From an optimization exercise on the open Yosys and OpenROAD flow, aimed at small area and a short achievable clock period; shortcuts taken in it are not production practice. Where RTL was checked, it was by simulation tests only, not by an equivalence proof against the original. The RTL of run 8 was laid out without a check of its function. Power and IR drop assume default switching activity.

<file path="flow/run.sh">
#!/bin/bash
# Standard ORFS layout with two changes:
#  - Yosys's full-adder extraction is off, so ABC maps the adders itself;
#  - the port buffers that buffer_ports inserts are plain buf_4 cells
#    instead of the delay cells it otherwise picks.
export ADDER_MAP_FILE=
export BUFFER_PORTS_ARGS="-buffer_cell sky130_fd_sc_hd__buf_4"
bash standard.sh > standard.log 2>&1
</file>
<file path="standard.sh">
#!/bin/bash
# synth_recipe.tcl (not shown) runs the flow's synth.tcl, then flattens the netlist and writes it again
# the make line also repeats each setting of config.mk as NAME=value (left out here)
make -C /OpenROAD-flow-scripts/flow DESIGN_CONFIG=/design/flow/config.mk WORK_HOME=/design/flow/orfs CLKGATE_MAP_FILE= SYNTH_SCRIPT=/design/flow/synth_recipe.tcl "${@:-finish}"
</file>
<file path="config.mk">
export PLATFORM = sky130hd
export DESIGN_NAME = smp8
export DESIGN_NICKNAME = smp8
export VERILOG_FILES = /design/flow/design.v
export SDC_FILE = /design/flow/constraint.sdc
export NUM_CORES = 4
export LEC_CHECK = 0
export ABC_AREA = 1
export CAP_MARGIN = 20
export CORE_MARGIN = 2
export CORE_UTILIZATION = 40
export CTS_BUF_LIST = sky130_fd_sc_hd__clkbuf_8
export SETUP_SLACK_MARGIN = 1.8
export SLEW_MARGIN = 20
</file>
<file path="constraint.sdc">
create_clock -name core_clock -period 3.7 [get_ports {clk}]
set_input_delay 0.7400 -clock core_clock [delete_from_list [all_inputs] [get_ports {clk}]]
set_output_delay 0.7400 -clock core_clock [all_outputs]
set_load 0.01 [all_outputs]
</file>
<file path="design.v">
module smp8 (input clk, reset,
output reg [3:0] pc,
input [7:0] instr,
output reg [7:0] AC);
wire [3:0] op = instr[7:4];
wire [3:0] a  = instr[3:0];
reg [7:0] R;
reg       Z;
reg [7:0] RAM [15:0];
wire [15:0] opd = 16'h1 << op;
wire [3:0] lo = 4'h1 << a[1:0];
wire [3:0] hi = 4'h1 << a[3:2];
wire [3:0] hi_ld = hi & {4{opd[1]}};
wire [3:0] hi_st = hi & {4{opd[2]}};
genvar w;
generate for (w = 0; w < 16; w = w + 1) begin : mem_w
  always @(posedge clk)
    if (hi_st[w/4] & lo[w%4]) RAM[w] <= AC;
end endgenerate
reg [7:0] memld;
integer k;
always @(*) begin
  memld = 8'h00;
  for (k = 0; k < 16; k = k + 1)
    memld = memld | (RAM[k] & {8{hi_ld[k/4] & lo[k%4]}});
end
function [7:0] addp(input [7:0] x, input [7:0] z, input cin);
  reg [7:0] g, p, G, P;
  reg [8:0] c;
  integer i;
  begin
    g = x & z; p = x ^ z;
    G = g; P = p;
    G[0] = g[0] | (p[0] & cin);
    G[1] = G[1] | (P[1] & G[0]);  P[1] = P[1] & P[0];
    G[3] = G[3] | (P[3] & G[2]);  P[3] = P[3] & P[2];
    G[5] = G[5] | (P[5] & G[4]);  P[5] = P[5] & P[4];
    G[2] = G[2] | (P[2] & G[1]);
    G[3] = G[3] | (P[3] & G[1]);
    G[6] = G[6] | (P[6] & G[5]);  P[6] = P[6] & P[5];
    G[7] = G[7] | (P[7] & G[5]);  P[7] = P[7] & P[5];
    G[4] = G[4] | (P[4] & G[3]);
    G[5] = G[5] | (P[5] & G[3]);
    G[6] = G[6] | (P[6] & G[3]);
    c = {G[6:0], cin};
    addp = p ^ c[7:0];
  end
endfunction
wire sub = opd[9];
wire inc = opd[10];
wire [7:0] sum = addp(AC, (R ^ {8{sub}}) & {8{~inc}}, sub | inc);
wire [7:0] acnext = memld
  | (R   & {8{opd[4]}})
  | (sum & {8{opd[8] | opd[9] | opd[10]}})
  | ((AC & R) & {8{opd[12]}})
  | ((AC | R) & {8{opd[13]}})
  | ((AC ^ R) & {8{opd[14]}})
  | (~AC & {8{opd[15]}})
  | (AC  & {8{opd[0] | opd[2] | opd[3] | opd[5] | opd[6] | opd[7]}});
wire [7:0] p = AC ^ R;
wire [7:0] g = AC | R;
wire z_and = ~|(AC & R);
wire z_ac0 = ~|AC;
wire z_acff = &AC;
wire z_eq  = ~|p;
wire z_or  = ~|g;
wire z_sum = ~p[0] & &(p[7:1] ~^ g[6:0]);    
wire znext = (z_ac0 & opd[3])
  | (z_sum & (opd[4] | opd[5] | opd[6] | opd[7] | opd[8]))
  | (z_eq & (opd[9] | opd[14]))
  | (z_acff & (opd[10] | opd[15]))
  | opd[11]
  | (z_or & opd[13])
  | (z_and & (opd[0] | opd[1] | opd[2] | opd[12]));
wire jump = opd[5] | (opd[6] & Z) | (opd[7] & ~Z);
always @(posedge clk, posedge reset)
  if (reset) begin
    pc <= 4'h0;
    AC <= 8'h00;
    R  <= 8'h00;
    Z  <= 1'b0;
  end else begin
    pc <= jump ? a : pc + 4'h1;
    AC <= acnext;
    if (opd[3]) R <= AC;
    Z  <= znext;
  end
endmodule
</file>
==> results of run 1 <==
==> what timing repair did <==
action | in CTS | in global routing
cloned | 2 | 0
resized for setup | 112 | 56
pin swaps | 18 | 23
setup buffers | 37 | 3
setup endpoints to repair | 145 | 19
==> worst max path at each step <==
stage                     slack [ps]     start  cells past startpoint     to
after CTS                       1770     AC[6]                      2  AC[6]
after floorplan                 1530  instr[6]                     16  AC[7]
after detailed placement         650  instr[7]                     11  AC[6]
final                           1730  instr[7]                     16  AC[5]
after global routing            1640  instr[7]                     16  AC[7]
after global placement           670  instr[7]                     11  AC[6]
==> sequential cells by signal (all words and copies together), names as in the netlist <==
name and flops:
RAM 128, AC 8, R 8, pc 4, Z 1
==> power by group <==
part	total (mW)	internal, mW	switching (mW)
logic	1.81	0.709	1.10
registers	2.19	2.08	0.110
clock network	1.26	0.572	0.687
total	5.26	3.36	1.90
==> metrics by stage <==
stage	instances	setup slack, ps
after floorplan	650	1530
after global placement	895	674
after detailed placement	895	649
after CTS	966	1770
after global routing	969	1640
final	969	1730
==> logic make-up (layout without fill, tap and decap cells) <==
group                    count (synthesis)  after routing  synth area share
AO/OA/AOI/OAI                           98             98            0.0994
XOR/XNOR                                 6              6           0.00770
adder cells (fa/ha/maj)                  1              1           0.00165
buffers and inverters                   81            179            0.0470
flip-flops                             149            149             0.641
AND/OR/NAND/NOR                        315            316             0.204
==> worst max-delay path: stages <==
cell      delay, ps
buf_12          100
inv_8            50
nor2_8          200
nand2_8         130
nand2_4         110
nand3_4          80
nor2_4          150
a21oi_4          60
o21bai_4        160
nand2_1          80
nand2_2         130
nand2_2          80
nand2_1          60
nand2_1          70
nand3_2          60
nand2_1          50
==> metal layers <==
| metal | global-route usage | share of wire |
|---|---|---|
| met1 | 0.352 | 0.43 |
| met3 | 0.0533 | 0.074 |
| met2 | 0.391 | 0.46 |
| met4 | 0.104 | 0.032 |
| met5 | 0 | 0 |
==> synthesized netlist by cell type (all sizes together) <==
| library cell | instances | area, um2 |
|---|---|---|
| inv | 76 | 285 |
| and3 | 1 | 6.26 |
| o2bb2ai | 3 | 26.3 |
| nand3 | 52 | 265 |
| a21oi | 16 | 80.1 |
| o21ai | 21 | 105 |
| dfrtp | 21 | 526 |
| o211ai | 4 | 30.0 |
| nor2 | 54 | 219 |
| a21o | 1 | 7.51 |
| nor4 | 5 | 31.3 |
| o21bai | 1 | 11.3 |
| xor2 | 5 | 43.8 |
| nand4 | 21 | 146 |
| a211oi | 4 | 30.0 |
| a22oi | 1 | 7.51 |
| a22o | 15 | 131 |
| clkbuf | 1 | 3.75 |
| buf | 4 | 31.3 |
| maj3 | 1 | 11.3 |
| edfxtp | 128 | 3840 |
| or2 | 2 | 12.5 |
| a32oi | 1 | 8.76 |
| nand3b | 1 | 7.51 |
| nand2 | 168 | 646 |
| a211o | 1 | 8.76 |
| xnor2 | 1 | 8.76 |
| a221oi | 11 | 96.3 |
| nor3 | 11 | 55.1 |
| o221ai | 1 | 8.76 |
| a21boi | 1 | 7.51 |
| o2111ai | 4 | 35.0 |
| o41ai | 1 | 8.76 |
| o22ai | 12 | 75.1 |
==> area by class of cell <==
type	instances	area (um2)
Clock inverter	14	141
Fill cell	1449	7810
Clock buffer	18	248
Inverter	76	320
Multi-Input combinational cell	421	2750
Timing Repair Buffer	71	719
Tap cell	220	275
Sequential cell	149	4380
==> summary.txt, run 1 <==
Tot Pwr=5.26 mW; Syn Nets=660; Netlist cell types=43; final period utilization=0.533; row count=47; # diodes=0; vias in the first global route=5350; GR Overflow Total=0; port bufs=21; # clock sinks=149; Layout Nets=746; largest net degree at the start of global routing=22; Worst-path clk slew=100 ps; smallest hold slack=487 ps; critical path type=in2reg; cells after synthesis=650; crit end category=flip-flop; CP Launch Type=input port; syn avg cell area=10.5 um2; initial antenna violation count=0; min-delay worst type=in2async; PD cells=595 mW/mm2; clk root buf=clkbuf_8; Core ar.=0.0166 mm2; first-pass GRT wire length=33.2 mm; drt initial violations=665; Worst R2R Path Depth=8; status=complete, no violations; CTS tree=done; total clock buffers created by CTS=17; die extent in x=135 um; worst reg-to-reg setup slack=1770 ps; WP data required=4040 ps; Die Ht=135 um; arrival time at the worst endpoint=2310 ps; cell area after synthesis=0.00682 mm2; Worst-Skew Late Latency=460 ps; crit path max fanout=7; final setup fails=0; Max-Cap Viols=0; post-route cell area=0.00883 mm2; RSZ-0062 raised after global routing=yes; DRC=0; area of the die=0.0181 mm2; FF-to-FF Start=AC[0]; routed len/inst=23.0 um; reg-to-reg endpoint=Z; Worst IR Drop VDD=0.295 mV; Tightest Pin Transition=949 ps; H-tree depth=4; fin util=0.531; TNS Setup=0 ps; Rel. slew slack=0.366; share of layout cells above drive strength 1=0.327; CTS Buffer Depth=2; synthesis-stage register bit count=149; first drt pass iteration count=5; skew final=16.6 ps; DR vias=5586; initial core utilization=0.410; leakage power=3.38 nW; synth-to-layout area growth=29.5%; overall global routing resource usage=0.254; most common cell after layout, fill and taps aside=nand2_1; dpl cell area=0.00747 mm2; ANT nets after route=0; I/O pin cnt=22; Detailed Place HPWL=14.1 mm; f_max=0.507 GHz; DR vias/cell=5.76; Max Slew Vio Count=0; Hold Vio Cnt, Final=0; most frequent cells in the layout=nand2_1 (140), edfxtp_1 (128), inv_1 (51); Seq/Total Area, Yosys=0.641; Syn. warnings=2; min Tclk post-route=1970 ps; hold buffers post-CTS=0; final wirelength=22.3 mm; routability cong.=0.941
==> inputs of run 2 (changes only) <==
--- a/flow/run.sh
+++ b/flow/run.sh
@@ -6,3 +6,4 @@
 export ADDER_MAP_FILE=
 export BUFFER_PORTS_ARGS="-buffer_cell sky130_fd_sc_hd__buf_4"
+export RECOVER_POWER=20
 bash standard.sh > standard.log 2>&1
--- a/config.mk
+++ b/config.mk
@@ -11,4 +11,4 @@
 export CORE_UTILIZATION = 40
 export CTS_BUF_LIST = sky130_fd_sc_hd__clkbuf_8
-export SETUP_SLACK_MARGIN = 1.8
+export SETUP_SLACK_MARGIN = 1.75
 export SLEW_MARGIN = 20
==> run 2 against run 1 <==
Clock skew decreased by 1.3 ps. Synthesized cell count unchanged. Utilization decreased by 1.1 points. Register-to-register slack got worse by 200 ps. Total power decreased by 4.8%. Worst setup slack got worse by 360 ps. Die area unchanged. Via count increased by 1.7%. Largest cell class unchanged. Highest routed layer unchanged.
==> summary.txt, run 2 <==
TNS Setup=0 ps (unchanged); # clock sinks=149 (unchanged); RSZ-0062 raised after global routing=yes; DR vias/cell=5.80 (+0.63%); cells after synthesis=650 (unchanged); FFs w/ async S/R, synth=0.141 (unchanged); Synth Area in Compound Gates=0.0994 (unchanged); Top Registers=RAM (128), AC (8), R (8); Synth Area in XOR/XNOR=0.00771 (unchanged); most frequent cells in the layout=nand2_1 (137), edfxtp_1 (128), inv_1 (55); drt initial violations=690 (+3.8%); crit end category=output pin; initial core utilization=0.410 (unchanged); logic gate share of total power=0.335 (-0.009); I/O pin cnt=22 (unchanged); mux contribution to synthesized area=0 (unchanged); total clock buffers created by CTS=17 (unchanged); DR vias=5679 (+1.7%); syn avg cell area=10.5 um2 (unchanged); min Tclk post-route=2330 ps (+362 ps); Max-Cap Viols=0 (unchanged); Die Ht=135 um (unchanged); post-synth top area share=0.564 (unchanged); Core ar.=0.0166 mm2 (unchanged); DRC=0 (unchanged); setup ws final=1370 ps (-362 ps); synth-to-layout area growth=26.8%; CP Launch Type=flip-flop; Post-synth EDFFs=128 (unchanged); most flop-heavy register=RAM; Detailed Place HPWL=14.1 mm (-0.25%); critical path type=reg2out; # diodes=0 (unchanged); Syn. warnings=2 (unchanged); vias in the first global route=5185 (-3.1%); max FFs per register=128 (unchanged); Hold Vio Cnt, Final=0 (unchanged); GR Overflow Total=0 (unchanged); Netlist cell types=43 (unchanged); die extent in x=135 um (unchanged); port bufs=21 (unchanged); reg-to-reg endpoint=Z; leakage power=3.33 nW (-1.4%); Worst IR Drop VDD=0.309 mV (+4.7%); Rel. slew slack=0.350 (-0.0164); row count=47 (unchanged); top cells by count, synth=nand2_1 (162), edfxtp_1 (128), inv_1 (71); CTS tree=done; hold buffers post-CTS=0 (unchanged); largest area contributor in the netlist=edfxtp_1; Internal=3.15 mW (-6.1%); cell with the most instances after synthesis=nand2_1; Worst-Skew Late Latency=460 ps (about the same); FF-to-FF Start=AC[2]; overall global routing resource usage=0.241 (-0.0130); Worst-path clk slew=90 ps (about the same); Max Slew Vio Count=0 (unchanged); most common cell after layout, fill and taps aside=nand2_1; clk root buf=clkbuf_8; f_max=0.428 GHz (-15%); CTS Buffer Depth=2 (unchanged); first-pass GRT wire length=31.5 mm (-5.0%); synthesis-stage register bit count=149 (unchanged); Synth area leaders=edfxtp_1 (56%), nand2_1 (8.9%), dfrtp_1 (7.7%), inv_1 (3.9%), nand3_1 (3.7%); Place WS=660 ps (+10.6 ps); initial antenna violation count=0 (unchanged); fin util=0.520 (-0.0111); Tightest Pin Transition=974 ps (+24.6 ps); final wirelength=22.0 mm (-1.1%); PD cells=579 mW/mm2 (-2.8%); dpl cell area=0.00747 mm2 (unchanged); Reg power frac=0.436 (+0.020); simple-gate share of the synthesized area=0.204 (unchanged); area of the die=0.0181 mm2 (unchanged); min-delay worst type=in2async; Most used DFF post-synth=edfxtp_1; largest family of logic cells by synthesized area=simple AND/OR/NAND/NOR gates; Worst R2R Path Depth=8 (unchanged); H-tree depth=4 (unchanged); ANT nets after route=0 (unchanged); final setup fails=0 (unchanged); routed len/inst=22.5 um (-2.1%); routability cong.=0.930 (-1.2%); worst reg-to-reg setup slack=1570 ps (-200 ps); Seq/Total Area, Yosys=0.641 (unchanged); share of layout cells above drive strength 1=0.292 (-0.0346); Layout Nets=756 (+1.3%); skew final=15.3 ps (-1.32 ps); clock share of power=0.229 (-0.010); WP data required=2960 ps (-1080 ps); cell area after synthesis=0.00682 mm2 (unchanged); largest net degree at the start of global routing=23 (+4.5%); adder-cell area share of the yosys netlist=0.00165 (unchanged); Syn Nets=660 (unchanged); net load switching power=1.85 mW (-2.5%); post-route cell area=0.00865 mm2 (-2.1%); arrival time at the worst endpoint=1590 ps (-720 ps); final period utilization=0.631 (+0.0977); status=complete, no violations; first drt pass iteration count=5 (unchanged); Net Sw Frac=0.370 (+0.00873); crit path max fanout=13 (+6)
[run 2: how the worst max path moves through the flow]
stage,startpoint,endpoint,slack [ps],cells past startpoint
after floorplan,instr[6],AC[7],1530,16
final,AC[3],AC[3],1370,2
after CTS,instr[6],AC[4],1670,11
after detailed placement,instr[7],AC[6],660,11
after global routing,AC[3],AC[3],1310,2
after global placement,instr[7],AC[6],740,11
[run 2: critical path: stages (launching register included)]
cell	delay [ps]
dfrtp_1	370
clkbuf_1	530
buf_4	240
[run 2: metrics by stage]
step	power, mW	hold WS (ps)	std cells
after global placement	3.43	497	895
after CTS	4.80	528	941
after global routing	5.25	561	979
final	5.01	503	979
after floorplan	2.95	469	650
after detailed placement	3.45	511	895
[run 2: cell families (layout without fill, tap and decap cells)]
family	after synthesis	after routing
compound gates	98	98
xor+xnor	6	6
flops	149	149
fa+ha+maj	1	1
simple gates	315	317
buf+inv	81	188
[run 2: area by class of cell]
cell class                 instances  area [um2]
inverter                          76         305
tap                              220         275
sequential                       149        4380
timing repair buffer              80         656
fill                            1502        7990
clock buffer                      17         234
clock inverter                    15         124
multi-input combinational        422        2680
[run 2: what timing repair did]
action	CTS	global route
gates cloned	0	5
setup endpoints to repair	75	15
pin swaps	2	22
setup buffers	14	33
resized for setup	63	79
hold endpoints to repair	0	0
[run 2: power by group through the flow]
stage | Clock [mW] | Combinational (mW) | Sequential, mW
floorplan | 0 | 0.642 | 2.31
global placement | 0 | 1.16 | 2.27
detailed placement | 0 | 1.18 | 2.28
CTS | 1.16 | 1.45 | 2.19
global route | 1.24 | 1.81 | 2.20
finish | 1.15 | 1.68 | 2.18
[run 2: metal layers]
metal / vias up / track usage / share of wire
met1: 2791 / 0.330 / 0.42
met3: 60 / 0.0578 / 0.085
met4: 0 / 0.117 / 0.044
li1: 2521 / - / -
met2: 307 / 0.362 / 0.45
met5: - / 0 / 0
==> inputs of run 3 (changes only) <==
--- a/flow/run.sh
+++ b/flow/run.sh
@@ -6,4 +6,3 @@
 export ADDER_MAP_FILE=
 export BUFFER_PORTS_ARGS="-buffer_cell sky130_fd_sc_hd__buf_4"
-export RECOVER_POWER=20
 bash standard.sh > standard.log 2>&1
--- a/config.mk
+++ b/config.mk
@@ -7,8 +7,8 @@
 export LEC_CHECK = 0
 export ABC_AREA = 1
-export CAP_MARGIN = 20
+export CAP_MARGIN = 0
 export CORE_MARGIN = 2
 export CORE_UTILIZATION = 40
 export CTS_BUF_LIST = sky130_fd_sc_hd__clkbuf_8
 export SETUP_SLACK_MARGIN = 1.75
-export SLEW_MARGIN = 20
+export SLEW_MARGIN = 0
==> run 3 against run 2 <==
Still clean on timing, DRC and antenna. Utilization increased by 0.89 points. Clock power about the same. Critical path depth rose by 10. Sequential power about the same. Fmax rose by 20%. Non-clock buffer count is the same. Final area up 1.7%. Sequential share of layout area is 0.79 points lower. Clock skew down 0.55 ps. Synthesized cell count stayed put. Clock-buffer cell count did not move. Largest power group unchanged.
==> summary.txt, run 3 <==
Storage cell area=0.00438 mm2 (+0.11%); CTS tree=done; drt initial violations=731 (+5.9%); area of the die=0.0181 mm2 (unchanged); Hold Vio Cnt, Final=0 (unchanged); GR Overflow Total=0 (unchanged); Detailed Place HPWL=14.1 mm (unchanged); FFs w/ async S/R, synth=0.141 (unchanged); most frequent cells in the layout=nand2_1 (137), edfxtp_1 (128), buf_4 (61); crit end category=flip-flop; most flop-heavy register=RAM; overall global routing resource usage=0.241 (unchanged); Rel. slew slack=0.353 (+0.00327); leakage power=3.42 nW (+2.6%); Place WS=660 ps (unchanged); Most used DFF post-synth=edfxtp_1; post-route cell area=0.00880 mm2 (+1.7%); top cells by count, synth=nand2_1 (162), edfxtp_1 (128), inv_1 (71); largest area contributor in the netlist=edfxtp_1; I/O pin cnt=22 (unchanged); Tightest Pin Transition=969 ps (-4.90 ps); Syn. warnings=2 (unchanged); f_max=0.515 GHz (+20%); total clock buffers created by CTS=17 (unchanged); DR vias/cell=5.71 (-1.6%); CP Launch Type=input port; initial core utilization=0.410 (unchanged); synth-to-layout area growth=29.0%; TNS Setup=0 ps (unchanged); DR vias=5596 (-1.5%); DRC=0 (unchanged); CP delay by family, top=simple AND/OR/NAND/NOR gates; smallest hold slack=501 ps (-1.92 ps); final setup fails=0 (unchanged); slowest library cell on the worst path=a22o_1; Post-synth EDFFs=128 (unchanged); row count=47 (unchanged); Synth area leaders=edfxtp_1 (56%), nand2_1 (8.9%), dfrtp_1 (7.7%), inv_1 (3.9%), nand3_1 (3.7%); fill cell count=1473 (-1.9%); post-synth top area share=0.564 (unchanged); Layout Nets=756 (unchanged); Buf+Inv Stages, Crit Path=5 (+3); first drt pass iteration count=5 (unchanged); largest net degree at the start of global routing=23 (unchanged); synthesis-stage register bit count=149 (unchanged); port bufs=21 (unchanged); Worst-Skew Late Latency=460 ps (about the same); Crit path largest cell delay=220 ps (-310 ps); Worst IR Drop VDD=0.314 mV (+1.7%); final period utilization=0.524 (-0.106); setup ws final=1760 ps (+394 ps); Max Slew Vio Count=0 (unchanged); syn avg cell area=10.5 um2 (unchanged); skew final=14.7 ps (-0.551 ps); die extent in x=135 um (unchanged); routability cong.=0.930 (unchanged); Finished Layout Cells=980 (+0.10%); initial antenna violation count=0 (unchanged); max FFs per register=128 (unchanged); fin util=0.529 (+0.00887); Tot Pwr=5.13 mW (+2.4%); Syn Nets=660 (unchanged); cell with the most instances after synthesis=nand2_1; most common cell after layout, fill and taps aside=nand2_1; # placed instances=895 (unchanged); Core ar.=0.0166 mm2 (unchanged); Seq/Total Area, Yosys=0.641 (unchanged); cells after synthesis=650 (unchanged); status=complete, no violations; Max-Cap Viols=0 (unchanged); Multi-input gate area=0.00268 mm2 (unchanged); Top Registers=RAM (128), AC (8), R (8); arrival time at the worst endpoint=2280 ps (+690 ps); crit path max fanout=7 (-6); min-delay worst type=in2async; WP data required=4040 ps (+1080 ps); RSZ-0062 raised after global routing=yes; final wirelength=21.9 mm (-0.39%); CP Cell Sequence=buf_4 > inv_1 > nand2_1 > buf_6 > inv_1 > nand3_1 > inv_2 > a22o_1 > a21oi_2 > nand3_2 > nor3_2 > nand2_1; routed len/inst=22.4 um (-0.49%); critical path type=in2reg; share of layout cells above drive strength 1=0.316 (+0.0237); Worst-path clk slew=90 ps (about the same); first-pass GRT wire length=31.5 mm (unchanged); cell area after synthesis=0.00682 mm2 (unchanged); dpl cell area=0.00747 mm2 (unchanged); H-tree depth=4 (unchanged); hold buffers post-CTS=0 (unchanged); Die Ht=135 um (unchanged); clk root buf=clkbuf_8; ANT nets after route=0 (unchanged); # clock sinks=149 (unchanged); min Tclk post-route=1940 ps (-394 ps); vias in the first global route=5185 (unchanged); CTS Buffer Depth=2 (unchanged); Netlist cell types=43 (unchanged); PD cells=583 mW/mm2 (+0.71%)
## run 3: cell counts after synthesis
Identical to the previous run, type by type.
## run 3: worst paths after layout
kind | from | to | slack [ps] | cells after the start
setup / recovery | instr[1] | AC[7] | 1760 | 12
hold / removal | reset | AC[0] | 500 | 2
setup reg to reg | AC[2] | AC[2] | 1860 | 9
hold reg to reg | RAM[8][1] | AC[1] | 530 | 2
max in group asynchronous | reset | AC[4] | 2500 | 2
min in group core_clock | RAM[8][1] | AC[1] | 530 | 2
## run 3: per-layer routing
layer | global-route usage | wire, um | up-vias
met4 | 0.117 | 967 | 0
met3 | 0.0578 | 1870 | 55
met5 | 0 | 0 | -
met1 | 0.330 | 9220 | 2714
met2 | 0.362 | 9890 | 304
li1 | - | - | 2523
## run 3: logic make-up (layout without fill, tap and decap cells)
kind of cell               count (synthesis)  in the layout  synth area share
AOI/OAI and AO/OA                         98             98            0.0994
adders and majority gates                  1              1           0.00165
and+or+nand+nor                          315            317             0.204
other                                      0              1                 0
DFF                                      149            149             0.641
buffers and inverters                     81            188            0.0470
xor gates and xnor gates                   6              6           0.00770
## run 3: area by class of cell
| cell class | instances | area share |
|---|---|---|
| repair buffers | 80 | 0.0905 |
| multi-input cells | 422 | 0.305 |
| clock inverters | 15 | 0.0141 |
| inverters | 76 | 0.0347 |
| diodes | 1 | 0.000284 |
| well taps | 220 | 0.0313 |
| clock buffers | 17 | 0.0266 |
| flip-flops and latches | 149 | 0.498 |
## run 3: worst reg2reg max path, stage by stage, from the launching register on
cell and delay (ps):
dfrtp_2 440, buf_4 190, inv_1 160, nand2_2 120
nand2_2 110, o22ai_1 100, a21oi_1 180, nand3_1 130
nor3_1 180, o21ai_0 100
## run 3: repair_timing
item,CTS,global route
gates resized for setup,63,79
endpoints found under the setup margin,75,15
pin swaps,2,22
buffers inserted,14,33
gates cloned,0,5
## run 3: power by group
group          internal [mW]  switching (mW)  leakage (nW)
combinational          0.706            1.08          1.83
clock                  0.481           0.667         0.171
sequential              2.08           0.116          1.42
==> inputs of run 4 (changes only) <==
==> flow/run.sh (replaced) <==
#!/bin/bash
# Standard ORFS layout with two changes:
#  - Yosys's full-adder extraction is off, so ABC maps the adders itself;
#  - the port buffers that buffer_ports inserts are plain buf_2 cells
#    instead of the delay cells it otherwise picks.
export ADDER_MAP_FILE=
export BUFFER_PORTS_ARGS="-buffer_cell sky130_fd_sc_hd__buf_2"
bash standard.sh > standard.log 2>&1
--- a/config.mk
+++ b/config.mk
@@ -7,8 +7,8 @@
 export LEC_CHECK = 0
 export ABC_AREA = 1
-export CAP_MARGIN = 0
+export CAP_MARGIN = 20
 export CORE_MARGIN = 2
 export CORE_UTILIZATION = 40
 export CTS_BUF_LIST = sky130_fd_sc_hd__clkbuf_8
 export SETUP_SLACK_MARGIN = 1.75
-export SLEW_MARGIN = 0
+export SLEW_MARGIN = 20
==> run 4 against run 3 <==
Combinational power is essentially flat. Hold slack worse by 28 ps. Critical endpoint is now AC[4]. Clock-buffer cell count unchanged. Routed wire length grew 1.6%. Total power grew 3.2%. Final area fell by 0.67%. Global-route usage is 0.95 points higher. Still clean. Clock power rose by 17%. Sequential share of layout area rose by 0.36 points.
==> summary.txt, run 4 <==
status=complete, no violations; TNS Setup=0 ps (unchanged); CP Cell Sequence=buf_6; Detailed Place HPWL=14.1 mm (-0.25%); fin util=0.525 (-0.00353); Post-synth EDFFs=128 (unchanged); ANT nets after route=0 (unchanged); crit path max fanout=7 (unchanged); FFs w/ async S/R, synth=0.141 (unchanged); PD cells=606 mW/mm2 (+3.9%); Syn. warnings=2 (unchanged); routability cong.=0.957 (+2.9%); slowest library cell on the worst path=dfrtp_4; row count=47 (unchanged); Die Ht=135 um (unchanged); GR Overflow Total=0 (unchanged); overall global routing resource usage=0.250 (+0.00948); total clock buffers created by CTS=17 (unchanged); Netlist cell types=43 (unchanged); reg-to-reg endpoint=AC[7]; first drt pass iteration count=5 (unchanged); final wirelength=22.3 mm (+1.6%); first-pass GRT wire length=32.6 mm (+3.5%); fill cell count=1459 (-0.95%); final period utilization=0.523 (-0.000905); RSZ-0062 raised after global routing=yes; DRC=0 (unchanged); routed len/inst=23.0 um (+2.5%); Max-Cap Viols=0 (unchanged); Worst-Skew Late Latency=470 ps (about the same); worst reg-to-reg setup slack=1790 ps (-70 ps); largest area contributor in the netlist=edfxtp_1; final setup fails=0 (unchanged); most frequent cells in the layout=nand2_1 (141), edfxtp_1 (128), inv_1 (56); most flop-heavy register=RAM; Tightest Pin Transition=951 ps (-17.7 ps); # diodes=0 (-1); max FFs per register=128 (unchanged); synthesis-stage register bit count=149 (unchanged); # clock sinks=149 (unchanged); initial core utilization=0.410 (unchanged); syn avg cell area=10.5 um2 (unchanged); cell with the most instances after synthesis=nand2_1; crit end category=output pin; Worst R2R Path Depth=10 (+1); DR vias=5593 (-0.054%); Top Registers=RAM (128), AC (8), R (8); drt initial violations=686 (-6.2%); Finished Layout Cells=971 (-0.92%); Crit path largest cell delay=570 ps (+350 ps); Core ar.=0.0166 mm2 (unchanged); Synth area leaders=edfxtp_1 (56%), nand2_1 (8.9%), dfrtp_1 (7.7%), inv_1 (3.9%), nand3_1 (3.7%); Multi-input gate area=0.00267 mm2 (-0.47%); leakage power=3.44 nW (+0.55%); critical path type=reg2out; I/O pin cnt=22 (unchanged); WP data required=2960 ps (-1080 ps); min-delay worst type=in2async; Syn Nets=660 (unchanged); Worst-path clk slew=90 ps (about the same); clk root buf=clkbuf_8; H-tree depth=4 (unchanged); Hold Vio Cnt, Final=0 (unchanged); FF-to-FF Start=AC[7]; die extent in x=135 um (unchanged); port bufs=21 (unchanged); Rel. slew slack=0.365 (+0.0118); synth-to-layout area growth=28.1%; f_max=0.516 GHz (+0.17%); Storage cell area=0.00438 mm2 (about the same); most common cell after layout, fill and taps aside=nand2_1; share of layout cells above drive strength 1=0.308 (-0.00862); area of the die=0.0181 mm2 (unchanged); Most used DFF post-synth=edfxtp_1; cell area after synthesis=0.00682 mm2 (unchanged); Buf+Inv Stages, Crit Path=1 (-4); Max Slew Vio Count=0 (unchanged); post-synth top area share=0.564 (unchanged); min Tclk post-route=1940 ps (-3.35 ps); Layout Nets=748 (-1.1%); CTS Buffer Depth=2 (unchanged); DR vias/cell=5.76 (+0.87%); CTS tree=done; CP delay by family, top=flip-flops; arrival time at the worst endpoint=1200 ps (-1080 ps); CP Launch Type=flip-flop; # placed instances=894 (-0.11%); Tot Pwr=5.29 mW (+3.2%); hold buffers post-CTS=0 (unchanged); top cells by count, synth=nand2_1 (162), edfxtp_1 (128), inv_1 (71); Worst IR Drop VDD=0.315 mV (+0.36%); Seq/Total Area, Yosys=0.641 (unchanged); initial antenna violation count=0 (unchanged); cells after synthesis=650 (unchanged); vias in the first global route=5278 (+1.8%); largest net degree at the start of global routing=22 (-4.3%); skew final=7.35 ps (-7.36 ps)
run 4: cell counts after synthesis:
No cell type changed its count.
run 4: cells by family (layout without fill, tap and decap cells):
logic type / Yosys count / in the layout / share of synthesized area
AO/OA/AOI/OAI: 98 / 98 / 0.0994
AND/OR/NAND/NOR: 315 / 317 / 0.204
XOR/XNOR: 6 / 6 / 0.00770
buffers and inverters: 81 / 180 / 0.0470
adder cells (fa/ha/maj): 1 / 1 / 0.00165
flip-flops: 149 / 149 / 0.641
run 4: final cells by class:
cell class,count,share of cell area
flip-flops and latches,149,0.502
multi-input cells,422,0.305
repair buffers,72,0.0799
inverters,76,0.0344
well taps,220,0.0315
clock buffers,17,0.0268
clock inverters,15,0.0206
run 4: worst max path at each step:
| stage | startpoint | cells after the start | slack [ps] | to |
|---|---|---|---|---|
| finish | AC[4] | 1 | 1760 | AC[4] |
| global route | instr[6] | 10 | 1660 | AC[3] |
| CTS | instr[6] | 11 | 1700 | AC[6] |
| detailed placement | instr[7] | 11 | 600 | AC[6] |
| global placement | instr[7] | 11 | 660 | AC[6] |
| floorplan | instr[6] | 16 | 1530 | AC[7] |
run 4: where the power goes:
part | switching (mW) | internal [mW]
sequential | 0.126 | 2.08
clock | 0.665 | 0.675
combinational | 1.07 | 0.674
run 4: metrics by stage:
step,hold slack [ps],area [um2],setup slack (ps)
after floorplan,469,7020,1530
after global placement,511,7410,658
after detailed placement,509,7410,596
after CTS,482,8300,1700
after global routing,542,8740,1660
final,473,8740,1760
run 4: metal layers:
metal | global-route usage | share of wire
met1 | 0.351 | 0.43
met2 | 0.393 | 0.46
met3 | 0.0518 | 0.077
met4 | 0.0819 | 0.027
met5 | 0 | 0
run 4: what timing repair did:
item / CTS / global route
setup endpoints to repair: 69 / 13
pin swaps: 6 / 19
gates cloned: 2 / 2
resized for setup: 72 / 72
buffers inserted: 21 / 20
==> inputs of run 5 (changes only) <==
--- a/config.mk
+++ b/config.mk
@@ -11,4 +11,5 @@
 export CORE_UTILIZATION = 40
 export CTS_BUF_LIST = sky130_fd_sc_hd__clkbuf_8
+export PLACE_DENSITY = 0.5
 export SETUP_SLACK_MARGIN = 1.75
 export SLEW_MARGIN = 20
==> run 5 against run 4 <==
Largest power group unchanged. Critical path depth up 14. Total power shrank 4.0%. Clock power is 12% lower. Utilization down 0.36 points. Largest cell class unchanged.
==> summary.txt, run 5 <==
Max-Cap Viols=0 (unchanged); leakage power=3.37 nW (-2.1%); first-pass GRT wire length=33.4 mm (+2.2%); Synth Area in Compound Gates=0.0994 (unchanged); Reg power frac=0.435 (+0.018); final period utilization=0.542 (+0.0185); critical path type=in2reg; Hold Vio Cnt, Final=0 (unchanged); Seq/Total Area, Yosys=0.641 (unchanged); # placed instances=895 (+0.11%); PD cells=586 mW/mm2 (-3.3%); vias in the first global route=5124 (-2.9%); Max Slew Vio Count=0 (unchanged); # clock sinks=149 (unchanged); I/O pin cnt=22 (unchanged); CTS Buffer Depth=2 (unchanged); Netlist cell types=43 (unchanged); Tightest Pin Transition=922 ps (-29.3 ps); area of the die=0.0181 mm2 (unchanged); Top Registers=RAM (128), AC (8), R (8); final wirelength=22.7 mm (+2.0%); min Tclk post-route=2010 ps (+68.6 ps); Post-synth EDFFs=128 (unchanged); initial core utilization=0.410 (unchanged); cells after synthesis=650 (unchanged); clock share of power=0.233 (-0.020); share of layout cells above drive strength 1=0.298 (-0.00932); TNS Setup=0 ps (unchanged); min-delay worst type=in2async; arrival time at the worst endpoint=2330 ps (+1130 ps); Syn. warnings=2 (unchanged); port bufs=21 (unchanged); Detailed Place HPWL=14.4 mm (+2.7%); Worst-Skew Late Latency=440 ps (-30 ps); most flop-heavy register=RAM; WP data required=4030 ps (+1070 ps); clk root buf=clkbuf_8; first drt pass iteration count=5 (unchanged); final setup fails=0 (unchanged); # diodes=0 (unchanged); Finished Layout Cells=971 (unchanged); Worst R2R Path Depth=10 (unchanged); drt initial violations=525 (-23%); Net Sw Frac=0.357 (+0.00502); top cells by count, synth=nand2_1 (162), edfxtp_1 (128), inv_1 (71); cell area after synthesis=0.00682 mm2 (unchanged); Worst IR Drop VDD=0.263 mV (-17%); FFs w/ async S/R, synth=0.141 (unchanged); syn avg cell area=10.5 um2 (unchanged); DR vias=5485 (-1.9%); RSZ-0062 raised after global routing=yes; routed len/inst=23.4 um (+2.0%); most common cell after layout, fill and taps aside=nand2_1; CP Launch Type=input port; Synth Area in XOR/XNOR=0.00771 (unchanged); cell with the most instances after synthesis=nand2_1; hold buffers post-CTS=0 (unchanged); status=complete, no violations; mux contribution to synthesized area=0 (unchanged); largest area contributor in the netlist=edfxtp_1; CTS tree=done; Layout Nets=748 (unchanged); die extent in x=135 um (unchanged); synth-to-layout area growth=27.2%; Most used DFF post-synth=edfxtp_1; largest net degree at the start of global routing=22 (unchanged); crit path max fanout=6 (-1); Core ar.=0.0166 mm2 (unchanged); most frequent cells in the layout=nand2_1 (145), edfxtp_1 (128), inv_1 (55); row count=47 (unchanged); initial antenna violation count=1 (+1); post-synth top area share=0.564 (unchanged); total clock buffers created by CTS=17 (unchanged); synthesis-stage register bit count=149 (unchanged); Rel. slew slack=0.385 (+0.0196); DR vias/cell=5.65 (-1.9%); DRC=0 (unchanged); Tot Pwr=5.08 mW (-4.0%); Internal=3.27 mW (-4.7%); setup ws final=1690 ps (-68.6 ps); f_max=0.499 GHz (-3.4%); Synth area leaders=edfxtp_1 (56%), nand2_1 (8.9%), dfrtp_1 (7.7%), inv_1 (3.9%), nand3_1 (3.7%); Syn Nets=660 (unchanged); GR Overflow Total=0 (unchanged); overall global routing resource usage=0.259 (+0.00829); skew final=10.7 ps (+3.30 ps); ANT nets after route=0 (unchanged); Worst-path clk slew=90 ps (about the same); Die Ht=135 um (unchanged); adder-cell area share of the yosys netlist=0.00165 (unchanged); largest family of logic cells by synthesized area=simple AND/OR/NAND/NOR gates; Place WS=635 ps (+39.5 ps); logic gate share of total power=0.332 (+0.002); max FFs per register=128 (unchanged); simple-gate share of the synthesized area=0.204 (unchanged); H-tree depth=4 (unchanged); net load switching power=1.81 mW (-2.6%); crit end category=flip-flop; routability cong.=0.865 (-9.6%)
## run 5: repair_timing
action	CTS	global route
resized for setup	82	49
pin swaps	12	17
setup buffers	22	17
hold endpoints to repair	0	0
setup endpoints to repair	105	65
cloned	3	2
## run 5: metrics by stage
step                utilization  instance area, um2  hold WS [ps]
CTS                       0.498                8290           520
global route              0.521                8680           537
detailed placement        0.446                7420           505
finish                    0.521                8680           481
floorplan                     -                7020           469
global placement          0.446                7420           510
## run 5: kinds of logic (layout without fill, tap and decap cells)
kind of cell | count (synthesis) | in the layout
fa+ha+maj | 1 | 1
buf+inv | 81 | 180
simple gates | 315 | 317
compound gates | 98 | 98
flops | 149 | 149
xor+xnor | 6 | 6
## run 5: path summary, 6_finish.rpt
kind,start,to,slack [ps]
min in group core_clock,RAM[9][1],AC[1],520
hold / removal,reset,pc[0],480
setup reg to reg,AC[5],AC[5],1810
hold reg to reg,RAM[9][1],AC[1],520
setup / recovery,instr[5],AC[7],1690
max in group asynchronous,reset,AC[4],2540
## run 5: layout make-up
cell class	instances	area [um2]
repair buffers	72	699
clock buffers	17	234
inverters	76	317
well taps	220	275
clock inverters	15	131
multi-input cells	422	2640
fillers	1471	7970
flip-flops and latches	149	4380
## run 5: power groups by stage
stage | sequential (mW) | clock, mW | combinational, mW
floorplan | 2.31 | 0 | 0.642
global placement | 2.29 | 0 | 1.13
detailed placement | 2.29 | 0 | 1.13
CTS | 2.20 | 1.21 | 1.46
global route | 2.23 | 1.28 | 1.83
finish | 2.21 | 1.18 | 1.69
## run 5: worst max-delay path, stage by stage
cell	delay (ps)
buf_8	110
nor2_4	250
nand2_8	130
nand2_2	80
nand3_2	80
nor2_2	150
a21oi_2	60
o21bai_2	190
nand2_1	90
nand2_2	140
nand2_2	70
nand2_1	60
nand2_1	60
nand3_2	80
nand2_1	50
## run 5: per-layer routing
layer,track usage,part of all wire
met1,0.352,0.43
met2,0.414,0.47
met3,0.0597,0.073
met4,0.0825,0.028
met5,0,0
==> inputs of run 6 (changes only) <==
--- a/config.mk
+++ b/config.mk
@@ -11,5 +11,4 @@
 export CORE_UTILIZATION = 40
 export CTS_BUF_LIST = sky130_fd_sc_hd__clkbuf_8
-export PLACE_DENSITY = 0.5
-export SETUP_SLACK_MARGIN = 1.75
+export SETUP_SLACK_MARGIN = 1.7
 export SLEW_MARGIN = 20
==> run 6 against run 5 <==
Still clean. Critical path depth is 3 lower. First-iteration DRC count is 24% higher. Sequential cell count stayed put. Critical path type unchanged. Largest power group unchanged.
==> summary.txt, run 6 <==
FFs w/ async S/R, synth=0.141 (unchanged); die extent in x=135 um (unchanged); routed len/inst=22.4 um (-4.4%); Syn. warnings=2 (unchanged); Max-Cap Viols=0 (unchanged); post-synth top area share=0.564 (unchanged); # diodes=0 (unchanged); clk root buf=clkbuf_8; share of layout cells above drive strength 1=0.287 (-0.0108); Hold Vio Cnt, Final=0 (unchanged); RSZ-0062 raised after global routing=yes; cell area after synthesis=0.00682 mm2 (unchanged); largest family of logic cells by synthesized area=simple AND/OR/NAND/NOR gates; max FFs per register=128 (unchanged); FF-to-FF Start=AC[6]; Layout Nets=745 (-0.40%); Worst-Skew Late Latency=460 ps (+20 ps); most common cell after layout, fill and taps aside=nand2_1; Synth area leaders=edfxtp_1 (56%), nand2_1 (8.9%), dfrtp_1 (7.7%), inv_1 (3.9%), nand3_1 (3.7%); crit path max fanout=7 (+1); TNS Setup=0 ps (unchanged); adder-cell area share of the yosys netlist=0.00165 (unchanged); crit end category=flip-flop; arrival time at the worst endpoint=2440 ps (+110 ps); skew final=13.2 ps (+2.58 ps); DR vias=5556 (+1.3%); top cells by count, synth=nand2_1 (162), edfxtp_1 (128), inv_1 (71); first drt pass iteration count=5 (unchanged); status=complete, no violations; GR Overflow Total=0 (unchanged); CTS tree=done; Die Ht=135 um (unchanged); Max Slew Vio Count=0 (unchanged); most flop-heavy register=RAM; met3 GRT Util=0.0578 (-0.00188); Post-synth EDFFs=128 (unchanged); cells after synthesis=650 (unchanged); most frequent cells in the layout=nand2_1 (144), edfxtp_1 (128), inv_1 (58); # clock sinks=149 (unchanged); leakage power=3.36 nW (-0.25%); PD cells=581 mW/mm2 (-0.88%); Finished Layout Cells=968 (-0.31%); CP Launch Type=input port; Synth Area in Compound Gates=0.0994 (unchanged); M1 GR Usage=0.340 (-0.0117); row count=47 (unchanged); min Tclk post-route=2050 ps (+45.8 ps); area of the die=0.0181 mm2 (unchanged); min-delay worst type=in2async; worst reg-to-reg setup slack=1790 ps (-20 ps); slowest library cell on the worst path=nor2_1; largest area contributor in the netlist=edfxtp_1; DRC=0 (unchanged); initial core utilization=0.410 (unchanged); GRT Max-Usage Layer=met2; Seq/Total Area, Yosys=0.641 (unchanged); vias in the first global route=5206 (+1.6%); Rel. slew slack=0.350 (-0.0342); # placed instances=896 (+0.11%); CP Cell Sequence=clkbuf_4 > nor2_1 > nand2_2 > nor2_1 > inv_2 > o21ai_0 > nor2_1 > o211ai_1 > a21oi_1 > nand4_1 > nor3_4 > nand2_1; met2 Use GR=0.370 (-0.0434); total clock buffers created by CTS=17 (unchanged); initial antenna violation count=1 (unchanged); synth-to-layout area growth=27.2% (about the same); Syn Nets=660 (unchanged); Core ar.=0.0166 mm2 (unchanged); Worst R2R Path Depth=8 (-2); Detailed Place HPWL=14.2 mm (-1.7%); f_max=0.488 GHz (-2.2%); most frequent CP cell=nor2_1; post-route cell area=0.00867 mm2 (about the same); simple-gate share of the synthesized area=0.204 (unchanged); Worst IR Drop VDD=0.320 mV (+22%); Tightest Pin Transition=973 ps (+51.3 ps); critical path type=in2reg; first-pass GRT wire length=31.9 mm (-4.4%); final setup fails=0 (unchanged); dpl cell area=0.00741 mm2 (-0.10%); synthesis-stage register bit count=149 (unchanged); fill cell count=1481 (+0.68%); I/O pin cnt=22 (unchanged); Most used DFF post-synth=edfxtp_1; smallest hold slack=489 ps (+7.26 ps); largest net degree at the start of global routing=22 (unchanged); DR vias/cell=5.74 (+1.6%); Crit path largest cell delay=300 ps (+50 ps); drt initial violations=650 (+24%); Top Registers=RAM (128), AC (8), R (8); overall global routing resource usage=0.244 (-0.0146); final period utilization=0.554 (+0.0124); WP data required=4090 ps (+60 ps); Tot Pwr=5.04 mW (-0.92%); reg-to-reg endpoint=AC[6]; mux contribution to synthesized area=0 (unchanged); H-tree depth=4 (unchanged); Netlist cell types=43 (unchanged); syn avg cell area=10.5 um2 (unchanged); CTS Buffer Depth=2 (unchanged); ANT nets after route=0 (unchanged); routability cong.=0.934 (+8.0%); port bufs=21 (unchanged); Worst-path clk slew=90 ps (about the same); Synth Area in XOR/XNOR=0.00771 (unchanged); cell with the most instances after synthesis=nand2_1; hold buffers post-CTS=0 (unchanged); final wirelength=21.7 mm (-4.7%)
==> run 6: layout make-up <==
type	count	area [um2]	area share
inverters	76	303	0.0349
clock buffers	17	234	0.0270
well taps	220	275	0.0317
clock inverters	15	169	0.0195
multi-input cells	421	2630	0.303
repair buffers	70	686	0.0791
flip-flops and latches	149	4380	0.505
==> run 6: cells by family after synthesis <==
group,count (synthesis)
buf+inv,81
fa+ha+maj,1
simple gates,315
flops,149
xor+xnor,6
compound gates,98
==> run 6: power by group <==
group / switching (mW) / leakage [nW] / total, mW / internal [mW]
Sequential: 0.142 / 1.42 / 2.22 / 2.08
Combinational: 0.969 / 1.74 / 1.52 / 0.547
Clock: 0.683 / 0.197 / 1.30 / 0.615
==> run 6: worst max-delay path by stage <==
stage,start,endpoint
2_1_floorplan,instr[6],AC[7]
3_3_place_gp,instr[7],AC[6]
3_5_place_dp,instr[7],AC[6]
4_1_cts,instr[4],AC[7]
5_1_grt,instr[7],AC[3]
6_report,instr[5],AC[7]
==> run 6: critical path: cells and delay by family <==
family | cells | cell delay [ps]
compound gates | 3 | 440
buf+inv | 2 | 290
simple gates | 7 | 970
==> run 6: timing repair <==
item                       4_1_cts  5_1_grt
gates resized for setup         60       68
cloned                           1        1
setup buffers                   14       24
pin swaps                        7       26
setup endpoints to repair       17      141
==> run 6: metrics by stage <==
step                setup slack, ps  utilization
finish                         1650        0.521
global placement                729        0.445
floorplan                      1530            -
global route                   1640        0.521
detailed placement              702        0.445
CTS                            1670        0.492
==> run 6: routing by layer <==
layer | wire length [um] | vias up
li1 | - | 2495
met1 | 9030 | 2704
met2 | 9890 | 297
met3 | 2000 | 58
met4 | 731 | 2
met5 | 13 | -
==> inputs of run 7 (changes only) <==
--- a/config.mk
+++ b/config.mk
@@ -9,6 +9,6 @@
 export CAP_MARGIN = 20
 export CORE_MARGIN = 2
-export CORE_UTILIZATION = 40
+export CORE_UTILIZATION = 45
 export CTS_BUF_LIST = sky130_fd_sc_hd__clkbuf_8
-export SETUP_SLACK_MARGIN = 1.7
+export SETUP_SLACK_MARGIN = 1.75
 export SLEW_MARGIN = 20
==> run 7 against run 6 <==
Still clean. Clock power barely moved. Clock skew is 1.9 ps lower. Non-clock buffer count grew 2. Utilization is 7.5 points higher. Sequential cell count is the same. Critical path type unchanged. Critical endpoint is now AC[6]. Largest cell class unchanged.
==> summary.txt, run 7 <==
status=complete, no violations; total clock buffers created by CTS=17 (unchanged); initial core utilization=0.466 (+0.0559); most frequent cells in the layout=nand2_1 (145), edfxtp_1 (128), inv_1 (56); Die Ht=127 um (-5.6%); fill cell count=1193 (-19%); min-delay worst type=in2async; Post-synth EDFFs=128 (unchanged); synth-to-layout area growth=27.9%; largest area contributor in the netlist=edfxtp_1; Core ar.=0.0146 mm2 (-12%); largest net degree at the start of global routing=24 (+9.1%); Syn Nets=660 (unchanged); ANT nets after route=0 (unchanged); logic gate share of total power=0.327 (+0.026); H-tree depth=4 (unchanged); worst reg-to-reg setup slack=1790 ps (about the same); max FFs per register=128 (unchanged); FFs w/ async S/R, synth=0.141 (unchanged); area of the die=0.0162 mm2 (-11%); row count=44 (-6.4%); clk root buf=clkbuf_8; Hold Vio Cnt, Final=0 (unchanged); RSZ-0062 raised after global routing=yes; routed len/inst=23.1 um (+3.4%); final setup fails=0 (unchanged); CTS Buffer Depth=2 (unchanged); synthesis-stage register bit count=149 (unchanged); Detailed Place HPWL=13.8 mm (-2.6%); die extent in x=127 um (-5.6%); post-synth top area share=0.564 (unchanged); Reg power frac=0.425 (-0.016); Top Registers=RAM (128), AC (8), R (8); vias in the first global route=5022 (-3.5%); final period utilization=0.547 (-0.00693); critical path type=in2reg; I/O pin cnt=22 (unchanged); Worst R2R Path Depth=8 (unchanged); cell with the most instances after synthesis=nand2_1; CP startpoint=instr[5]; reg-to-reg endpoint=AC[6]; Layout Nets=748 (+0.40%); # clock sinks=149 (unchanged); most flop-heavy register=RAM; Worst-path clk slew=90 ps (about the same); # diodes=0 (unchanged); f_max=0.494 GHz (+1.3%); Seq/Total Area, Yosys=0.641 (unchanged); Net Sw Frac=0.344 (-0.0120); Most used DFF post-synth=edfxtp_1; overall global routing resource usage=0.264 (+0.0197); top cells by count, synth=nand2_1 (162), edfxtp_1 (128), inv_1 (71); Netlist cell types=43 (unchanged); Max-Cap Viols=0 (unchanged); CTS tree=done; Place WS=717 ps (+14.6 ps); Syn. warnings=2 (unchanged); net load switching power=1.77 mW (-1.1%); CP Launch Type=input port; hold buffers post-CTS=0 (unchanged); Worst IR Drop VDD=0.329 mV (+2.8%); FF-to-FF Start=AC[6]; drt initial violations=573 (-12%); Max Slew Vio Count=0 (unchanged); crit end category=flip-flop; port bufs=21 (unchanged); final wirelength=21.6 mm (-0.12%); Rel. slew slack=0.342 (-0.00878); WP data required=4050 ps (-40 ps); TNS Setup=0 ps (unchanged); cells after synthesis=650 (unchanged); min Tclk post-route=2030 ps (-25.6 ps); GR Overflow Total=0 (unchanged); first-pass GRT wire length=31.0 mm (-2.9%); skew final=11.3 ps (-1.93 ps); DR vias=5564 (+0.14%); DRC=0 (unchanged); syn avg cell area=10.5 um2 (unchanged); setup ws final=1670 ps (+25.6 ps); Tot Pwr=5.15 mW (+2.4%); Tightest Pin Transition=987 ps (+13.2 ps); leakage power=3.42 nW (+1.7%); initial antenna violation count=1 (unchanged); most common cell after layout, fill and taps aside=nand2_1; arrival time at the worst endpoint=2370 ps (-70 ps); Synth area leaders=edfxtp_1 (56%), nand2_1 (8.9%), dfrtp_1 (7.7%), inv_1 (3.9%), nand3_1 (3.7%); share of layout cells above drive strength 1=0.301 (+0.0135); cell area after synthesis=0.00682 mm2 (unchanged); routability cong.=0.966 (+3.4%); crit path max fanout=4 (-3); clock share of power=0.248 (-0.010); first drt pass iteration count=7 (+2); Internal=3.38 mW (+4.3%); Worst-Skew Late Latency=460 ps (about the same); DR vias/cell=5.95 (+3.7%); PD cells=591 mW/mm2 (+1.7%)
[run 7: layer usage]
| layer | part of all wire | up-vias | track usage |
|---|---|---|---|
| met5 | 0 | - | 0 |
| met4 | 0.042 | 0 | 0.116 |
| met3 | 0.078 | 67 | 0.0507 |
| met2 | 0.45 | 318 | 0.398 |
| met1 | 0.43 | 2673 | 0.375 |
| li1 | - | 2506 | - |
[run 7: layout make-up]
| class | count | area, um2 | area share |
|---|---|---|---|
| clock buffers | 17 | 234 | 0.0268 |
| flip-flops and latches | 149 | 4380 | 0.502 |
| well taps | 184 | 230 | 0.0264 |
| repair buffers | 72 | 726 | 0.0832 |
| multi-input cells | 422 | 2680 | 0.307 |
| clock inverters | 15 | 166 | 0.0191 |
| inverters | 76 | 313 | 0.0359 |
[run 7: logic make-up (layout without fill, tap and decap cells)]
group | after synthesis | in the layout | synth area share
compound gates | 98 | 98 | 0.0994
xor+xnor | 6 | 6 | 0.00770
simple gates | 315 | 317 | 0.204
fa+ha+maj | 1 | 1 | 0.00165
buf+inv | 81 | 180 | 0.0470
flops | 149 | 149 | 0.641
[run 7: through the flow]
step / std cells / hold slack (ps) / utilization / area (um2)
after detailed placement: 860 / 515 / 0.504 / 7380
after floorplan: 650 / 469 / - / 7020
final: 935 / 490 / 0.596 / 8720
after global placement: 860 / 501 / 0.504 / 7380
after global routing: 935 / 549 / 0.596 / 8720
after CTS: 903 / 499 / 0.554 / 8120
[run 7: how the worst max path moves through the flow]
stage                 end  slack (ps)
floorplan           AC[7]        1530
global placement    AC[6]         740
detailed placement  AC[6]         720
CTS                 AC[6]        1640
global route            Z        1640
finish              AC[6]        1670
[run 7: what timing repair did]
item,CTS,global route
pin swaps,10,15
buffers inserted,10,28
gates resized for setup,64,80
setup endpoints to repair,43,71
gates cloned,1,4
[run 7: power groups by stage]
stage	registers (mW)	logic [mW]	clock network (mW)
2_1_floorplan	2.31	0.642	0
3_3_place_gp	2.23	1.17	0
3_5_place_dp	2.23	1.19	0
4_1_cts	2.18	1.36	1.29
5_1_grt	2.21	1.82	1.37
6_report	2.19	1.69	1.28
[run 7: worst max-delay path: stages]
cell	delay, ps
buf_8	110
nor2_1	190
nand2_1	190
inv_1	110
nor3_2	80
nand2_1	70
o2111ai_1	170
a211oi_1	320
nand4_1	130
nor2_1	200
nand2_1	70
==> inputs of run 8 (changes only) <==
--- a/design.v
+++ b/design.v
@@ -18,11 +18,5 @@
     if (hi_st[w/4] & lo[w%4]) RAM[w] <= AC;
 end endgenerate
-reg [7:0] memld;
-integer k;
-always @(*) begin
-  memld = 8'h00;
-  for (k = 0; k < 16; k = k + 1)
-    memld = memld | (RAM[k] & {8{hi_ld[k/4] & lo[k%4]}});
-end
+wire [7:0] memld = RAM[a] & {8{opd[1]}};
 function [7:0] addp(input [7:0] x, input [7:0] z, input cin);
   reg [7:0] g, p, G, P;
--- a/config.mk
+++ b/config.mk
@@ -9,5 +9,5 @@
 export CAP_MARGIN = 20
 export CORE_MARGIN = 2
-export CORE_UTILIZATION = 45
+export CORE_UTILIZATION = 40
 export CTS_BUF_LIST = sky130_fd_sc_hd__clkbuf_8
 export SETUP_SLACK_MARGIN = 1.75
==> run 8 against run 7 <==
Worst setup slack worse by 18 ps. Sequential power hardly changed. Clock power hardly changed. Clock-buffer cell count stayed put. Fmax is 0.89% lower. Final area is 2.5% lower. Routed wire length is 4.5% lower. Die area is 13% higher. Hold slack worse by 19 ps. Critical path type is now reg2out.
==> summary.txt, run 8 <==
Layout Nets=762 (+1.9%); # clock sinks=149 (unchanged); Storage cell area=0.00438 mm2 (+0.17%); Syn Nets=684 (+3.6%); routability cong.=0.897 (-7.1%); Tightest Pin Transition=934 ps (-52.5 ps); CP Cell Sequence=buf_8 > buf_2; Worst-Skew Late Latency=470 ps (about the same); most frequent cells in the layout=nand2_1 (173), edfxtp_1 (128), inv_1 (59); I/O pin cnt=22 (unchanged); synth-to-layout area growth=23.4%; # placed instances=923 (+7.3%); # diodes=0 (unchanged); Detailed Place HPWL=13.7 mm (-0.86%); most common cell after layout, fill and taps aside=nand2_1; TNS Setup=0 ps (unchanged); Seq/Total Area, Yosys=0.634 (-0.00697); initial core utilization=0.404 (-0.0615); f_max=0.489 GHz (-0.89%); Hold Vio Cnt, Final=0 (unchanged); arrival time at the worst endpoint=1300 ps (-1070 ps); final period utilization=0.552 (+0.00494); CTS Buffer Depth=2 (unchanged); clk root buf=clkbuf_8; Finished Layout Cells=990 (+5.9%); largest area contributor in the netlist=edfxtp_1; row count=48 (+9.1%); final wirelength=20.7 mm (-4.5%); CP Launch Type=flip-flop; DR vias=5473 (-1.6%); crit path max fanout=6 (+2); post-synth top area share=0.557 (-0.00614); DRC=0 (unchanged); cell area after synthesis=0.00690 mm2 (+1.1%); routed len/inst=20.9 um (-9.8%); Syn. warnings=2 (unchanged); Rel. slew slack=0.377 (+0.0351); overall global routing resource usage=0.235 (-0.0289); share of layout cells above drive strength 1=0.276 (-0.0251); first drt pass iteration count=5 (-2); Top Registers=RAM (128), AC (8), R (8); area of the die=0.0183 mm2 (+13%); Max Slew Vio Count=0 (unchanged); most flop-heavy register=RAM; vias in the first global route=5222 (+4.0%); crit end category=output pin; CTS tree=done; Most used DFF post-synth=edfxtp_1; GR Overflow Total=0 (unchanged); slowest library cell on the worst path=dfrtp_4; FFs w/ async S/R, synth=0.141 (unchanged); CP delay by family, top=flip-flops; DR vias/cell=5.53 (-7.1%); WP data required=2960 ps (-1090 ps); Worst-path clk slew=90 ps (about the same); syn avg cell area=10.2 um2 (-2.5%); cell with the most instances after synthesis=nand2_1; first-pass GRT wire length=31.2 mm (+0.80%); min-delay worst type=in2async; Tot Pwr=4.98 mW (-3.4%); cells after synthesis=674 (+3.7%); min Tclk post-route=2040 ps (+18.3 ps); critical path type=reg2out; Buf+Inv Stages, Crit Path=2 (unchanged); Core ar.=0.0171 mm2 (+16%); final setup fails=0 (unchanged); RSZ-0062 raised after global routing=yes; Netlist cell types=44 (+2.3%); Max-Cap Viols=0 (unchanged); die extent in x=135 um (+6.4%); initial antenna violation count=0 (-1); Multi-input gate area=0.00253 mm2 (-5.7%); Post-synth EDFFs=128 (unchanged); leakage power=3.30 nW (-3.4%); Die Ht=135 um (+6.4%); Synth area leaders=edfxtp_1 (56%), nand2_1 (10%), dfrtp_1 (7.6%), inv_1 (4.2%), nor2_1 (2.8%); top cells by count, synth=nand2_1 (190), edfxtp_1 (128), inv_1 (77); Worst IR Drop VDD=0.281 mV (-15%); total clock buffers created by CTS=17 (unchanged); status=complete, no violations; max FFs per register=128 (unchanged); H-tree depth=4 (unchanged); Crit path largest cell delay=560 ps (+240 ps); largest net degree at the start of global routing=22 (-8.3%); synthesis-stage register bit count=149 (unchanged); fill cell count=1555 (+30%); PD cells=585 mW/mm2 (-0.97%); drt initial violations=597 (+4.2%); skew final=14.1 ps (+2.76 ps); port bufs=21 (unchanged); ANT nets after route=0 (unchanged)
==> run 8: final timing paths <==
kind	start	to	slack, ps	cells past startpoint
min in group core_clock	pc[0]	pc[0]	570	1
max	AC[5]	AC[5]	1660	2
max reg2reg	AC[6]	Z	1780	9
min	reset	R[4]	470	2
min reg2reg	pc[0]	pc[0]	570	1
max in group asynchronous	reset	AC[5]	2560	2
==> run 8: kinds of logic after synthesis <==
group / Yosys count / synth area share
xor+xnor: 3 / 0.00381
simple gates: 338 / 0.217
buf+inv: 87 / 0.0494
compound gates: 97 / 0.0958
flops: 149 / 0.634
==> run 8: area by class of cell <==
| type | instances | area share |
|---|---|---|
| Inverter | 80 | 0.0381 |
| Tap cell | 225 | 0.0331 |
| Multi-Input combinational cell | 439 | 0.297 |
| Timing Repair Buffer | 65 | 0.0684 |
| Clock buffer | 17 | 0.0275 |
| Clock inverter | 15 | 0.0209 |
| Sequential cell | 149 | 0.515 |
==> run 8: metrics by stage <==
stage	setup WS [ps]	hold slack (ps)	util	cell area, um2
floorplan	1630	479	-	6910
global placement	996	521	0.430	7340
detailed placement	903	543	0.430	7340
CTS	1460	477	0.478	8150
global route	1620	507	0.499	8510
finish	1660	471	0.499	8510
==> run 8: per-layer routing <==
metal  vias to the layer above  global-route usage  wire length [um]
li1                       2547                   -                 -
met1                      2651               0.315              8710
met2                       236               0.384              9980
met3                        39              0.0494              1310
met4                         0              0.0752               665
met5                         -                   0                 0
==> run 8: power by group <==
| part | switching, mW | internal (mW) | leakage [nW] |
|---|---|---|---|
| clock | 0.721 | 0.574 | 0.203 |
| combinational | 0.970 | 0.554 | 1.69 |
| sequential | 0.107 | 2.05 | 1.41 |
==> run 8: what timing repair did <==
item	in CTS	in global routing
gates resized for setup	65	78
gates cloned	1	1
hold buffers	0	0
buffers inserted	19	14
endpoints found under the setup margin	145	139
pin swaps	3	25
==> inputs of run 9 (changes only) <==
--- a/design.v
+++ b/design.v
@@ -41,10 +41,12 @@
   end
 endfunction
-wire sub = opd[9];
-wire inc = opd[10];
-wire [7:0] sum = addp(AC, (R ^ {8{sub}}) & {8{~inc}}, sub | inc);
+wire [7:0] sum = addp(AC, R, 1'b0);
+wire [7:0] dif = addp(AC, ~R, 1'b1);
+wire [7:0] inc = AC + 8'd1;
 wire [7:0] acnext = memld
   | (R   & {8{opd[4]}})
-  | (sum & {8{opd[8] | opd[9] | opd[10]}})
+  | (sum & {8{opd[8]}})
+  | (dif & {8{opd[9]}})
+  | (inc & {8{opd[10]}})
   | ((AC & R) & {8{opd[12]}})
   | ((AC | R) & {8{opd[13]}})
==> run 9 against run 8 <==
Critical path depth is the same. Final area is 0.32% higher. Hold slack got worse by 270 ps. Clock-buffer cell count did not move. Cell count increased by 8.7%. Routed wire length grew 1.1%. Critical endpoint is now AC[7]. Largest cell class unchanged. Highest routed layer unchanged.
==> summary.txt, run 9 <==
routed len/inst=19.4 um (-6.9%); row count=48 (unchanged); first-pass GRT wire length=31.8 mm (+1.8%); Detailed Place HPWL=13.9 mm (+1.4%); ANT nets after route=0 (unchanged); first drt pass iteration count=7 (+2); total clock buffers created by CTS=17 (unchanged); fill cell count=1630 (+4.8%); DR vias/cell=5.36 (-3.0%); I/O pin cnt=22 (unchanged); leakage power=3.55 nW (+7.5%); Seq/Total Area, Yosys=0.614 (-0.0193); area of the die=0.0189 mm2 (+3.0%); CTS tree=done; Place WS=1200 ps (+296 ps); Rel. slew slack=0.573 (+0.196); RSZ-0062 raised after global routing=yes; TNS Setup=0 ps (unchanged); most flop-heavy register=RAM; WP data required=2960 ps (about the same); FFs w/ async S/R, synth=0.141 (unchanged); DRC=0 (unchanged); top cells by count, synth=nand2_1 (264), edfxtp_1 (128), nor2_1 (85); Die Ht=137 um (+1.5%); FF-to-FF Start=AC[4]; status=complete, no violations; largest net degree at the start of global routing=23 (+4.5%); Syn. warnings=2 (unchanged); min-delay worst type=in2async; Worst-path clk slew=90 ps (about the same); # clock sinks=149 (unchanged); CP Launch Type=flip-flop; Layout Nets=848 (+11%); # diodes=0 (unchanged); # placed instances=1020 (+11%); Syn Nets=777 (+14%); synthesis-stage register bit count=149 (unchanged); final setup fails=0 (unchanged); GR Overflow Total=0 (unchanged); syn avg cell area=9.27 um2 (-9.4%); most frequent cells in the layout=nand2_1 (259), edfxtp_1 (128), nor2_1 (71); Core ar.=0.0174 mm2 (+1.8%); skew final=17.0 ps (+2.98 ps); cell with the most instances after synthesis=nand2_1; Finished Layout Cells=1076 (+8.7%); smallest hold slack=205 ps (-266 ps); post-synth top area share=0.540 (-0.0170); PD cells=612 mW/mm2 (+4.6%); overall global routing resource usage=0.233 (-0.00153); Post-synth EDFFs=128 (unchanged); worst reg-to-reg setup slack=1800 ps (+20 ps); max FFs per register=128 (unchanged); cell area after synthesis=0.00711 mm2 (+3.1%); setup ws final=1780 ps (+126 ps); min Tclk post-route=1920 ps (-126 ps); die extent in x=137 um (+1.5%); Top Registers=RAM (128), AC (8), R (8); synth-to-layout area growth=20.0%; Hold Vio Cnt, Final=0 (unchanged); largest area contributor in the netlist=edfxtp_1; most common cell after layout, fill and taps aside=nand2_1; crit path max fanout=22 (+16); final period utilization=0.518 (-0.0341); port bufs=21 (unchanged); Max-Cap Viols=0 (unchanged); cells after synthesis=767 (+14%); critical path type=reg2out; Worst-Skew Late Latency=460 ps (about the same); Max Slew Vio Count=0 (unchanged); Worst IR Drop VDD=0.265 mV (-5.8%); arrival time at the worst endpoint=1180 ps (-120 ps); initial core utilization=0.410 (+0.00548); CP startpoint=AC[7]; DR vias=5768 (+5.4%); routability cong.=0.924 (+3.0%); Most used DFF post-synth=edfxtp_1; Synth area leaders=edfxtp_1 (54%), nand2_1 (14%), dfrtp_1 (7.4%), nor2_1 (4.5%), nand3_1 (3.8%); Netlist cell types=32 (-27%); Tightest Pin Transition=639 ps (-295 ps); CTS Buffer Depth=2 (unchanged); drt initial violations=562 (-5.9%); vias in the first global route=5292 (+1.3%); final wirelength=20.9 mm (+1.1%); initial antenna violation count=0 (unchanged); f_max=0.521 GHz (+6.6%); crit end category=output pin; H-tree depth=4 (unchanged); share of layout cells above drive strength 1=0.183 (-0.0925); clk root buf=clkbuf_8
-- run 9: layout make-up --
| class | instances | area [um2] | area share |
|---|---|---|---|
| Clock buffer | 17 | 234 | 0.0274 |
| Clock inverter | 15 | 179 | 0.0210 |
| Tap cell | 225 | 282 | 0.0330 |
| Sequential cell | 149 | 4380 | 0.514 |
| Inverter | 57 | 221 | 0.0259 |
| Timing Repair Buffer | 56 | 482 | 0.0564 |
| Multi-Input combinational cell | 557 | 2760 | 0.323 |
-- run 9: final timing paths --
| kind | to | cells past startpoint |
|---|---|---|
| setup / recovery | AC[7] | 2 |
| hold / removal | AC[7] | 2 |
| setup reg to reg | Z | 8 |
| hold reg to reg | R[1] | 2 |
| max in group asynchronous | AC[0] | 3 |
| min in group core_clock | R[1] | 2 |
-- run 9: timing repair --
action | in CTS | in global routing
buffers inserted | 15 | 6
hold buffers | 0 | 0
pin swaps | 0 | 2
gates resized for setup | 24 | 34
endpoints found under the setup margin | 15 | 36
cloned | 2 | 0
-- run 9: cell families after synthesis --
family / Yosys count / share of synthesized area
and+or+nand+nor: 479 / 0.288
xor gates and xnor gates: 9 / 0.0111
DFF: 149 / 0.614
AOI/OAI and AO/OA: 69 / 0.0540
buffers and inverters: 61 / 0.0329
-- run 9: metrics by stage --
stage / cell area [um2] / utilization / power, mW
2_1_floorplan: 7240 / - / 3.10
3_3_place_gp: 7680 / 0.442 / 3.57
3_5_place_dp: 7680 / 0.442 / 3.58
4_1_cts: 8340 / 0.481 / 5.16
5_1_grt: 8540 / 0.492 / 5.50
6_report: 8540 / 0.492 / 5.23
-- run 9: critical path, stage by stage (launching register included) --
cell	delay, ps
dfrtp_1	410
buf_12	160
buf_2	140
-- run 9: metal layers --
layer	GRT usage	share of wire
met1	0.331	0.45
met2	0.370	0.48
met3	0.0375	0.057
met4	0.0687	0.013
met5	0	0
-- run 9: where the power goes --
part	total [mW]	internal, mW	switching [mW]
clock	1.32	0.670	0.653
combinational	1.70	0.618	1.08
sequential	2.20	2.09	0.117

==> port drivers added, routing unchanged <==
No port has a modelled driver above. Below, the same layouts with a new extraction and two added sets of constraints.
Step 1: set_driving_cell puts a clkbuf_16 on clk and a buf_2 on each other input, an assumption about the parent block.
Step 2 also shifts input and output timing later by t, the mid clock arrival at the registers, as if the neighbouring blocks saw the same clock.
Three values: ideal ports, drivers, drivers and shift; two values: the first two.
run | t (ns) | setup WS [ns]
run 1 | 0.488 | 1.728 / 1.698 / 1.210
run 2 | 0.489 | 1.366 / 1.328 / 1.256
run 3 | 0.488 | 1.760 / 1.745 / 1.270
run 4 | 0.498 | 1.763 / 1.727 / 1.247
run 5 | 0.474 | 1.695 / 1.668 / 1.194
run 6 | 0.491 | 1.649 / 1.662 / 1.171
run 7 | 0.496 | 1.674 / 1.670 / 1.173
run 8 | 0.499 | 1.656 / 1.615 / 1.188
run 9 | 0.492 | 1.782 / 1.744 / 1.355
After both steps setup and hold are still met in every run listed.
